This is an optimization exercise on Yosys and OpenROAD, whose aim is small area, not a production implementation. In this exercise RTL edits were held to simulation tests only and were not proved equivalent to the original. Power figures rest on the tool's default switching activity, not on a simulated workload.

==> inputs of try-umber <==
## DotProduct
module DotProduct(
   input clk,
   input GlobalReset,
   input [18:0] A_0,
   input [18:0] A_1,
   input [18:0] A_2,
   input [18:0] A_3,
   input [18:0] A_4,
   input [18:0] A_5,
   input [18:0] A_6,
   input [18:0] A_7,
   input [18:0] A_8,
   input [18:0] A_9,
   input [9:0] B_0,
   input [9:0] B_1,
   input [9:0] B_2,
   input [9:0] B_3,
   input [9:0] B_4,
   input [9:0] B_5,
   input [9:0] B_6,
   input [9:0] B_7,
   input [9:0] B_8,
   input [9:0] B_9,
   output [25:0] value);
Settings: LEC_CHECK=0, CAP_MARGIN=5, CORE_MARGIN=2, CORE_UTILIZATION=45, CTS_BUF_LIST=sky130_fd_sc_hd__clkbuf_4 sky130_fd_sc_hd__clkbuf_8, PLACE_DENSITY=0.6, SLEW_MARGIN=5; clock period 6.0 ns.
standard.sh (not shown) runs the stock make flow with config.mk's settings and CLKGATE_MAP_FILE= SYNTH_SCRIPT=/design/flow/synth_recipe.tcl, a recipe that flattens the netlist after the stock synthesis.
==> flow/flow/run.sh <==
#!/bin/bash
# Standard ORFS flow (the standard.sh) with these changes:
#  - synthesis maps logic with ABC's area mapper (flow/abc.script) instead of
#    ORFS's delay-oriented script; everything else in synthesis is unchanged
#    (synth_recipe.tcl and ORFS's synth.tcl, with only the abc call edited);
#  - Yosys synth runs without its own early abc pass (SYNTH_ARGS=-noabc), so
#    the full adders written in the RTL reach extract_fa unchanged;
#  - timing-driven global placement does not keep the resizer changes it
#    makes while placing (GPL_KEEP_OVERFLOW=0);
#  - after global routing, cells on paths with positive slack are downsized
#    (RECOVER_POWER=100);
#  - clock tree synthesis adds no dummy loads (CTS_ARGS: ORFS's own
#    arguments plus -dont_use_dummy_load);
#  - the port buffers are made from the smallest buffer cell.
# ORFS writes each step's own log under orfs/logs/; make's output goes to
# make_finish.log.
set -euo pipefail
HERE=$PWD
sed "s#^  log_cmd abc {\*}\$abc_args\$#  log_cmd abc {*}[lreplace \$abc_args 1 1 $HERE/flow/abc.script]#" \
  "$FLOW_HOME/scripts/synth.tcl" > synth_custom.tcl
grep -q "flow/abc.script" synth_custom.tcl
sed "s#\$::env(SCRIPTS_DIR)/synth.tcl#$HERE/synth_custom.tcl#" synth_recipe.tcl > synth_recipe_custom.tcl
grep -q "synth_custom.tcl" synth_recipe_custom.tcl
bash standard.sh SYNTH_SCRIPT=$HERE/synth_recipe_custom.tcl \
  SYNTH_ARGS=-noabc GPL_KEEP_OVERFLOW=0 RECOVER_POWER=100 \
  CTS_ARGS="-sink_clustering_enable -repair_clock_nets -buf_list {sky130_fd_sc_hd__clkbuf_4 sky130_fd_sc_hd__clkbuf_8} -dont_use_dummy_load" \
  BUFFER_PORTS_ARGS="-buffer_cell sky130_fd_sc_hd__buf_1" ${FLOW_EXTRA:-} finish > make_finish.log 2>&1
==> flow/flow/abc.script <==
strash; &get -n; &st; &dch; &nf -R 1000; &put; topo; stime -c
==> try-violet (differences from try-umber) <==
--- a/flow/design.v
+++ b/flow/design.v
@@ -22,35 +22,34 @@
    input [9:0] B_8,
    input [9:0] B_9,
    output [25:0] value);
    reg  [4:0] ph;
    always @(posedge clk)
       if (GlobalReset) ph <= 5'd0;
       else             ph <= ph + 5'd1;
-   reg  [9:0] selr;
-   always @(posedge clk)
-      if (GlobalReset) selr <= 10'd1;
-      else             selr <= {selr[8:0], ph == 5'd31};
-   wire [9:0] sel = selr;
-   wire active = |selr;
-   wire first  = selr[0];
+   wire [9:0] sel;
+   genvar gi;
+   generate for (gi = 0; gi < 10; gi = gi + 1) begin : g_sel
+      assign sel[gi] = (ph == gi);
+   end endgenerate
+   wire active = (ph < 5'd10);
+   wire first  = (ph == 5'd0);
    wire [18:0] a = ({19{sel[0]}} & A_0) | ({19{sel[1]}} & A_1) | ({19{sel[2]}} & A_2)
                  | ({19{sel[3]}} & A_3) | ({19{sel[4]}} & A_4) | ({19{sel[5]}} & A_5)
                  | ({19{sel[6]}} & A_6) | ({19{sel[7]}} & A_7) | ({19{sel[8]}} & A_8)
                  | ({19{sel[9]}} & A_9);
    wire [9:0]  b = ({10{sel[0]}} & B_0) | ({10{sel[1]}} & B_1) | ({10{sel[2]}} & B_2)
                  | ({10{sel[3]}} & B_3) | ({10{sel[4]}} & B_4) | ({10{sel[5]}} & B_5)
                  | ({10{sel[6]}} & B_6) | ({10{sel[7]}} & B_7) | ({10{sel[8]}} & B_8)
                  | ({10{sel[9]}} & B_9);
    reg  [25:0] acc;
    reg  [9:0] cf;
    reg  [25:0] value_r;
    assign value = value_r;
    wire [25:0] accf = first ? 26'd24117248 : acc;
-   wire [9:0] cff = cf & {10{~first}};
    wire [19:0] ax = {a[18], a};
    wire [20:0] ax2 = {a[18], a, 1'b0};
    wire [10:0] bx = {b, 1'b0};
    wire one0 = bx[1] ^ bx[0];
    wire two0 = (bx[2] & ~bx[1] & ~bx[0]) | (~bx[2] & bx[1] & bx[0]);
    wire neg0 = bx[2];
    wire [19:0] x0 = ({20{one0}} & ax | {20{two0}} & ax2[19:0]) ^ {20{neg0}};
@@ -108,16 +107,16 @@
   wire fs_5_10, fc_5_10;
   assign fs_5_10 = x2[1] ^ fc_4_6 ^ fs_5_9;
   assign fc_5_10 = (x2[1] & fc_4_6) | (x2[1] & fs_5_9) | (fc_4_6 & fs_5_9);
   wire fs_5_11, fc_5_11;
   assign fs_5_11 = fc_4_7 ^ fs_5_10 ^ fc_4_8;
   assign fc_5_11 = (fc_4_7 & fs_5_10) | (fc_4_7 & fc_4_8) | (fs_5_10 & fc_4_8);
   wire fs_6_12, fc_6_12;
-  assign fs_6_12 = accf[6] ^ cff[0] ^ neg3;
-  assign fc_6_12 = (accf[6] & cff[0]) | (accf[6] & neg3) | (cff[0] & neg3);
+  assign fs_6_12 = accf[6] ^ cf[0] ^ neg3;
+  assign fc_6_12 = (accf[6] & cf[0]) | (accf[6] & neg3) | (cf[0] & neg3);
   wire fs_6_13, fc_6_13;
   assign fs_6_13 = x0[6] ^ x1[4] ^ x2[2];
   assign fc_6_13 = (x0[6] & x1[4]) | (x0[6] & x2[2]) | (x1[4] & x2[2]);
   wire fs_6_14, fc_6_14;
   assign fs_6_14 = x3[0] ^ fs_6_12 ^ fc_5_9;
   assign fc_6_14 = (x3[0] & fs_6_12) | (x3[0] & fc_5_9) | (fs_6_12 & fc_5_9);
   wire fs_6_15, fc_6_15;
@@ -147,16 +146,16 @@
   wire fs_8_23, fc_8_23;
   assign fs_8_23 = fs_8_20 ^ fs_8_21 ^ fc_7_18;
   assign fc_8_23 = (fs_8_20 & fs_8_21) | (fs_8_20 & fc_7_18) | (fs_8_21 & fc_7_18);
   wire fs_8_24, fc_8_24;
   assign fs_8_24 = fs_8_22 ^ fs_8_23 ^ fc_7_19;
   assign fc_8_24 = (fs_8_22 & fs_8_23) | (fs_8_22 & fc_7_19) | (fs_8_23 & fc_7_19);
   wire fs_9_25, fc_9_25;
-  assign fs_9_25 = accf[9] ^ cff[1] ^ x0[9];
-  assign fc_9_25 = (accf[9] & cff[1]) | (accf[9] & x0[9]) | (cff[1] & x0[9]);
+  assign fs_9_25 = accf[9] ^ cf[1] ^ x0[9];
+  assign fc_9_25 = (accf[9] & cf[1]) | (accf[9] & x0[9]) | (cf[1] & x0[9]);
   wire fs_9_26, fc_9_26;
   assign fs_9_26 = x1[7] ^ x2[5] ^ x3[3];
   assign fc_9_26 = (x1[7] & x2[5]) | (x1[7] & x3[3]) | (x2[5] & x3[3]);
   wire fs_9_27, fc_9_27;
   assign fs_9_27 = x4[1] ^ fc_8_20 ^ fc_8_21;
   assign fc_9_27 = (x4[1] & fc_8_20) | (x4[1] & fc_8_21) | (fc_8_20 & fc_8_21);
   wire fs_9_28, fc_9_28;
@@ -177,16 +176,16 @@
   wire fs_10_33, fc_10_33;
   assign fs_10_33 = fs_10_31 ^ fc_9_27 ^ fs_10_32;
   assign fc_10_33 = (fs_10_31 & fc_9_27) | (fs_10_31 & fs_10_32) | (fc_9_27 & fs_10_32);
   wire fs_10_34, fc_10_34;
   assign fs_10_34 = fc_9_28 ^ fs_10_33 ^ fc_9_29;
   assign fc_10_34 = (fc_9_28 & fs_10_33) | (fc_9_28 & fc_9_29) | (fs_10_33 & fc_9_29);
   wire fs_11_35, fc_11_35;
-  assign fs_11_35 = accf[11] ^ cff[2] ^ x0[11];
-  assign fc_11_35 = (accf[11] & cff[2]) | (accf[11] & x0[11]) | (cff[2] & x0[11]);
+  assign fs_11_35 = accf[11] ^ cf[2] ^ x0[11];
+  assign fc_11_35 = (accf[11] & cf[2]) | (accf[11] & x0[11]) | (cf[2] & x0[11]);
   wire fs_11_36, fc_11_36;
   assign fs_11_36 = x1[9] ^ x2[7] ^ x3[5];
   assign fc_11_36 = (x1[9] & x2[7]) | (x1[9] & x3[5]) | (x2[7] & x3[5]);
   wire fs_11_37, fc_11_37;
   assign fs_11_37 = x4[3] ^ fc_10_30 ^ fc_10_31;
   assign fc_11_37 = (x4[3] & fc_10_30) | (x4[3] & fc_10_31) | (fc_10_30 & fc_10_31);
   wire fs_11_38, fc_11_38;
@@ -207,16 +206,16 @@
   wire fs_12_43, fc_12_43;
   assign fs_12_43 = fs_12_41 ^ fc_11_37 ^ fs_12_42;
   assign fc_12_43 = (fs_12_41 & fc_11_37) | (fs_12_41 & fs_12_42) | (fc_11_37 & fs_12_42);
   wire fs_12_44, fc_12_44;
   assign fs_12_44 = fc_11_38 ^ fs_12_43 ^ fc_11_39;
   assign fc_12_44 = (fc_11_38 & fs_12_43) | (fc_11_38 & fc_11_39) | (fs_12_43 & fc_11_39);
   wire fs_13_45, fc_13_45;
-  assign fs_13_45 = accf[13] ^ cff[3] ^ x0[13];
-  assign fc_13_45 = (accf[13] & cff[3]) | (accf[13] & x0[13]) | (cff[3] & x0[13]);
+  assign fs_13_45 = accf[13] ^ cf[3] ^ x0[13];
+  assign fc_13_45 = (accf[13] & cf[3]) | (accf[13] & x0[13]) | (cf[3] & x0[13]);
   wire fs_13_46, fc_13_46;
   assign fs_13_46 = x1[11] ^ x2[9] ^ x3[7];
   assign fc_13_46 = (x1[11] & x2[9]) | (x1[11] & x3[7]) | (x2[9] & x3[7]);
   wire fs_13_47, fc_13_47;
   assign fs_13_47 = x4[5] ^ fc_12_40 ^ fc_12_41;
   assign fc_13_47 = (x4[5] & fc_12_40) | (x4[5] & fc_12_41) | (fc_12_40 & fc_12_41);
   wire fs_13_48, fc_13_48;
@@ -237,16 +236,16 @@
   wire fs_14_53, fc_14_53;
   assign fs_14_53 = fs_14_51 ^ fc_13_47 ^ fs_14_52;
   assign fc_14_53 = (fs_14_51 & fc_13_47) | (fs_14_51 & fs_14_52) | (fc_13_47 & fs_14_52);
   wire fs_14_54, fc_14_54;
   assign fs_14_54 = fc_13_48 ^ fs_14_53 ^ fc_13_49;
   assign fc_14_54 = (fc_13_48 & fs_14_53) | (fc_13_48 & fc_13_49) | (fs_14_53 & fc_13_49);
   wire fs_15_55, fc_15_55;
-  assign fs_15_55 = accf[15] ^ cff[4] ^ x0[15];
-  assign fc_15_55 = (accf[15] & cff[4]) | (accf[15] & x0[15]) | (cff[4] & x0[15]);
+  assign fs_15_55 = accf[15] ^ cf[4] ^ x0[15];
+  assign fc_15_55 = (accf[15] & cf[4]) | (accf[15] & x0[15]) | (cf[4] & x0[15]);
   wire fs_15_56, fc_15_56;
   assign fs_15_56 = x1[13] ^ x2[11] ^ x3[9];
   assign fc_15_56 = (x1[13] & x2[11]) | (x1[13] & x3[9]) | (x2[11] & x3[9]);
   wire fs_15_57, fc_15_57;
   assign fs_15_57 = x4[7] ^ fc_14_50 ^ fc_14_51;
   assign fc_15_57 = (x4[7] & fc_14_50) | (x4[7] & fc_14_51) | (fc_14_50 & fc_14_51);
   wire fs_15_58, fc_15_58;
@@ -267,16 +266,16 @@
   wire fs_16_63, fc_16_63;
   assign fs_16_63 = fs_16_61 ^ fc_15_57 ^ fs_16_62;
   assign fc_16_63 = (fs_16_61 & fc_15_57) | (fs_16_61 & fs_16_62) | (fc_15_57 & fs_16_62);
   wire fs_16_64, fc_16_64;
   assign fs_16_64 = fc_15_58 ^ fs_16_63 ^ fc_15_59;
   assign fc_16_64 = (fc_15_58 & fs_16_63) | (fc_15_58 & fc_15_59) | (fs_16_63 & fc_15_59);
   wire fs_17_65, fc_17_65;
-  assign fs_17_65 = accf[17] ^ cff[5] ^ x0[17];
-  assign fc_17_65 = (accf[17] & cff[5]) | (accf[17] & x0[17]) | (cff[5] & x0[17]);
+  assign fs_17_65 = accf[17] ^ cf[5] ^ x0[17];
+  assign fc_17_65 = (accf[17] & cf[5]) | (accf[17] & x0[17]) | (cf[5] & x0[17]);
   wire fs_17_66, fc_17_66;
   assign fs_17_66 = x1[15] ^ x2[13] ^ x3[11];
   assign fc_17_66 = (x1[15] & x2[13]) | (x1[15] & x3[11]) | (x2[13] & x3[11]);
   wire fs_17_67, fc_17_67;
   assign fs_17_67 = x4[9] ^ fc_16_60 ^ fc_16_61;
   assign fc_17_67 = (x4[9] & fc_16_60) | (x4[9] & fc_16_61) | (fc_16_60 & fc_16_61);
   wire fs_17_68, fc_17_68;
@@ -297,16 +296,16 @@
   wire fs_18_73, fc_18_73;
   assign fs_18_73 = fs_18_71 ^ fc_17_67 ^ fs_18_72;
   assign fc_18_73 = (fs_18_71 & fc_17_67) | (fs_18_71 & fs_18_72) | (fc_17_67 & fs_18_72);
   wire fs_18_74, fc_18_74;
   assign fs_18_74 = fc_17_68 ^ fs_18_73 ^ fc_17_69;
   assign fc_18_74 = (fc_17_68 & fs_18_73) | (fc_17_68 & fc_17_69) | (fs_18_73 & fc_17_69);
   wire fs_19_75, fc_19_75;
-  assign fs_19_75 = accf[19] ^ cff[6] ^ ns0;
-  assign fc_19_75 = (accf[19] & cff[6]) | (accf[19] & ns0) | (cff[6] & ns0);
+  assign fs_19_75 = accf[19] ^ cf[6] ^ ns0;
+  assign fc_19_75 = (accf[19] & cf[6]) | (accf[19] & ns0) | (cf[6] & ns0);
   wire fs_19_76, fc_19_76;
   assign fs_19_76 = x1[17] ^ x2[15] ^ x3[13];
   assign fc_19_76 = (x1[17] & x2[15]) | (x1[17] & x3[13]) | (x2[15] & x3[13]);
   wire fs_19_77, fc_19_77;
   assign fs_19_77 = x4[11] ^ fc_18_70 ^ fc_18_71;
   assign fc_19_77 = (x4[11] & fc_18_70) | (x4[11] & fc_18_71) | (fc_18_70 & fc_18_71);
   wire fs_19_78, fc_19_78;
@@ -327,16 +326,16 @@
   wire fs_20_83, fc_20_83;
   assign fs_20_83 = fs_20_81 ^ fc_19_78 ^ fs_20_82;
   assign fc_20_83 = (fs_20_81 & fc_19_78) | (fs_20_81 & fs_20_82) | (fc_19_78 & fs_20_82);
   wire hs_20_0, hc_20_0;
   assign hs_20_0 = fc_19_79 ^ fs_20_83;
   assign hc_20_0 = fc_19_79 & fs_20_83;
   wire fs_21_84, fc_21_84;
-  assign fs_21_84 = accf[21] ^ cff[7] ^ ns1;
-  assign fc_21_84 = (accf[21] & cff[7]) | (accf[21] & ns1) | (cff[7] & ns1);
+  assign fs_21_84 = accf[21] ^ cf[7] ^ ns1;
+  assign fc_21_84 = (accf[21] & cf[7]) | (accf[21] & ns1) | (cf[7] & ns1);
   wire fs_21_85, fc_21_85;
   assign fs_21_85 = x2[17] ^ x3[15] ^ x4[13];
   assign fc_21_85 = (x2[17] & x3[15]) | (x2[17] & x4[13]) | (x3[15] & x4[13]);
   wire fs_21_86, fc_21_86;
   assign fs_21_86 = fc_20_80 ^ fs_21_84 ^ fs_21_85;
   assign fc_21_86 = (fc_20_80 & fs_21_84) | (fc_20_80 & fs_21_85) | (fs_21_84 & fs_21_85);
   wire fs_21_87, fc_21_87;
@@ -354,16 +353,16 @@
   wire fs_22_90, fc_22_90;
   assign fs_22_90 = fs_22_88 ^ fc_21_86 ^ fs_22_89;
   assign fc_22_90 = (fs_22_88 & fc_21_86) | (fs_22_88 & fs_22_89) | (fc_21_86 & fs_22_89);
   wire fs_22_91, fc_22_91;
   assign fs_22_91 = fs_22_90 ^ fc_21_87 ^ hc_21_1;
   assign fc_22_91 = (fs_22_90 & fc_21_87) | (fs_22_90 & hc_21_1) | (fc_21_87 & hc_21_1);
   wire fs_23_92, fc_23_92;
-  assign fs_23_92 = accf[23] ^ cff[8] ^ ns2;
-  assign fc_23_92 = (accf[23] & cff[8]) | (accf[23] & ns2) | (cff[8] & ns2);
+  assign fs_23_92 = accf[23] ^ cf[8] ^ ns2;
+  assign fc_23_92 = (accf[23] & cf[8]) | (accf[23] & ns2) | (cf[8] & ns2);
   wire fs_23_93, fc_23_93;
   assign fs_23_93 = x3[17] ^ x4[15] ^ fc_22_88;
   assign fc_23_93 = (x3[17] & x4[15]) | (x3[17] & fc_22_88) | (x4[15] & fc_22_88);
   wire fs_23_94, fc_23_94;
   assign fs_23_94 = fs_23_92 ^ fc_22_89 ^ fs_23_93;
   assign fc_23_94 = (fs_23_92 & fc_22_89) | (fs_23_92 & fs_23_93) | (fc_22_89 & fs_23_93);
   wire hs_23_2, hc_23_2;
@@ -375,24 +374,24 @@
   wire fs_24_96, fc_24_96;
   assign fs_24_96 = fc_23_92 ^ fs_24_95 ^ fc_23_93;
   assign fc_24_96 = (fc_23_92 & fs_24_95) | (fc_23_92 & fc_23_93) | (fs_24_95 & fc_23_93);
   wire fs_24_97, fc_24_97;
   assign fs_24_97 = fc_23_94 ^ fs_24_96 ^ hc_23_2;
   assign fc_24_97 = (fc_23_94 & fs_24_96) | (fc_23_94 & hc_23_2) | (fs_24_96 & hc_23_2);
   wire xs_25_3;
-  assign xs_25_3 = accf[25] ^ cff[9];
+  assign xs_25_3 = accf[25] ^ cf[9];
   wire xs_25_4;
   assign xs_25_4 = xs_25_3 ^ ns3;
   wire xs_25_5;
   assign xs_25_5 = x4[17] ^ xs_25_4;
   wire xs_25_6;
   assign xs_25_6 = xs_25_5 ^ fc_24_95;
   wire xs_25_7;
   assign xs_25_7 = xs_25_6 ^ fc_24_96;
    wire [25:0] sum = {xs_25_7, fs_24_97, hs_23_2, fs_22_91, hs_21_1, hs_20_0, fs_19_79, fs_18_74, fs_17_69, fs_16_64, fs_15_59, fs_14_54, fs_13_49, fs_12_44, fs_11_39, fs_10_34, fs_9_29, fs_8_24, fs_7_19, fs_6_15, fs_5_11, fs_4_8, fs_3_5, fs_2_3, fs_1_1, fs_0_0};
    wire [9:0] cnext = {fc_24_97, fc_22_91, hc_20_0, fc_18_74, fc_16_64, fc_14_54, fc_12_44, fc_10_34, fc_8_24, fc_5_11};
    always @(posedge clk) begin
       acc <= sum;
-      cf <= cnext;
+      cf <= (GlobalReset | ph == 5'd31) ? 10'd0 : cnext;
       if (ph == 5'd29) value_r <= acc;
    end
 endmodule
==> flow/flow/run.sh (replaced) <==
#!/bin/bash
# Standard ORFS flow (the standard.sh), with the port buffers made from the
# smallest buffer cell instead of ORFS's default choice. ORFS writes each
# step's own log under orfs/logs/; make's output goes to make_finish.log.
set -euo pipefail
bash standard.sh BUFFER_PORTS_ARGS="-buffer_cell sky130_fd_sc_hd__buf_1" finish > make_finish.log 2>&1
- CAP_MARGIN: 5 -> 20
- CORE_UTILIZATION: 45 -> 40
- CTS_BUF_LIST: sky130_fd_sc_hd__clkbuf_4 sky130_fd_sc_hd__clkbuf_8 -> default
- SLEW_MARGIN: 5 -> 20
removed: flow/flow/abc.script
==> qor summary <==
quantity                                                              try-umber      try-violet
Run status                                                       finished clean  finished clean
Sequential cell area                                                   1814 µm²        1602 µm²
Net Switching                                                          1.678 mW        2.968 mW
Post-CTS Setup Bufs                                                           3               0
Tap cells                                                                   211             319
Flop-to-flop setup slack                                                 340 ps          270 ps
Peak per-stage delay on the critical path                                650 ps          600 ps
Share of the final layout cell area in sequential cells                  19.94%          14.04%
Largest net degree at the start of global routing                            37              35
Synthesized-area fraction occupied by ao, oa, aoi and oai cells          24.11%          34.72%
CP max stage cell                                                      a222oi_1         dfxtp_1
Sequential cell power                                                  0.879 mW        0.793 mW
Crit. path cell count                                                        13              20
Routed Wire Length                                                     29630 µm        42970 µm
Average vias per placed instance                                          6.323           6.183
Design area                                                            9096 µm²       11410 µm²

re-timing with driven ports:
In the flow no input, the clock included, has a driving cell. The finished layouts below were timed again as built, in two steps. Step 1 (the two cells are an assumption about what drives the block):
set clk [get_ports {clk}]
set_driving_cell -lib_cell sky130_fd_sc_hd__clkbuf_16 $clk
set_driving_cell -lib_cell sky130_fd_sc_hd__buf_2 [delete_from_list [all_inputs] $clk]
Step 2 moves the port delays by t, midway between the first and last clock arrival at a register: inputs arrive t later, outputs are due t later. That takes back most of the time a late clock gives input paths. Slacks: no drivers / after step 1 / after step 2; pairs: no drivers / after step 1.
| run | t, ns | setup WS [ns] | worst data-port slew with drivers (ns) |
|---|---|---|---|
| try-umber | 0.407 | 0.134 / 0.150 / -0.258 | 0.12 |
| try-violet | 0.398 | 0.274 / 0.274 / 0.274 | 0.11 |
Met with ideal ports but missed after step 2: setup timing in try-umber. The setup slack of try-umber, which loses most, moves by +0.016 ns with the drivers and by -0.392 ns with both steps.
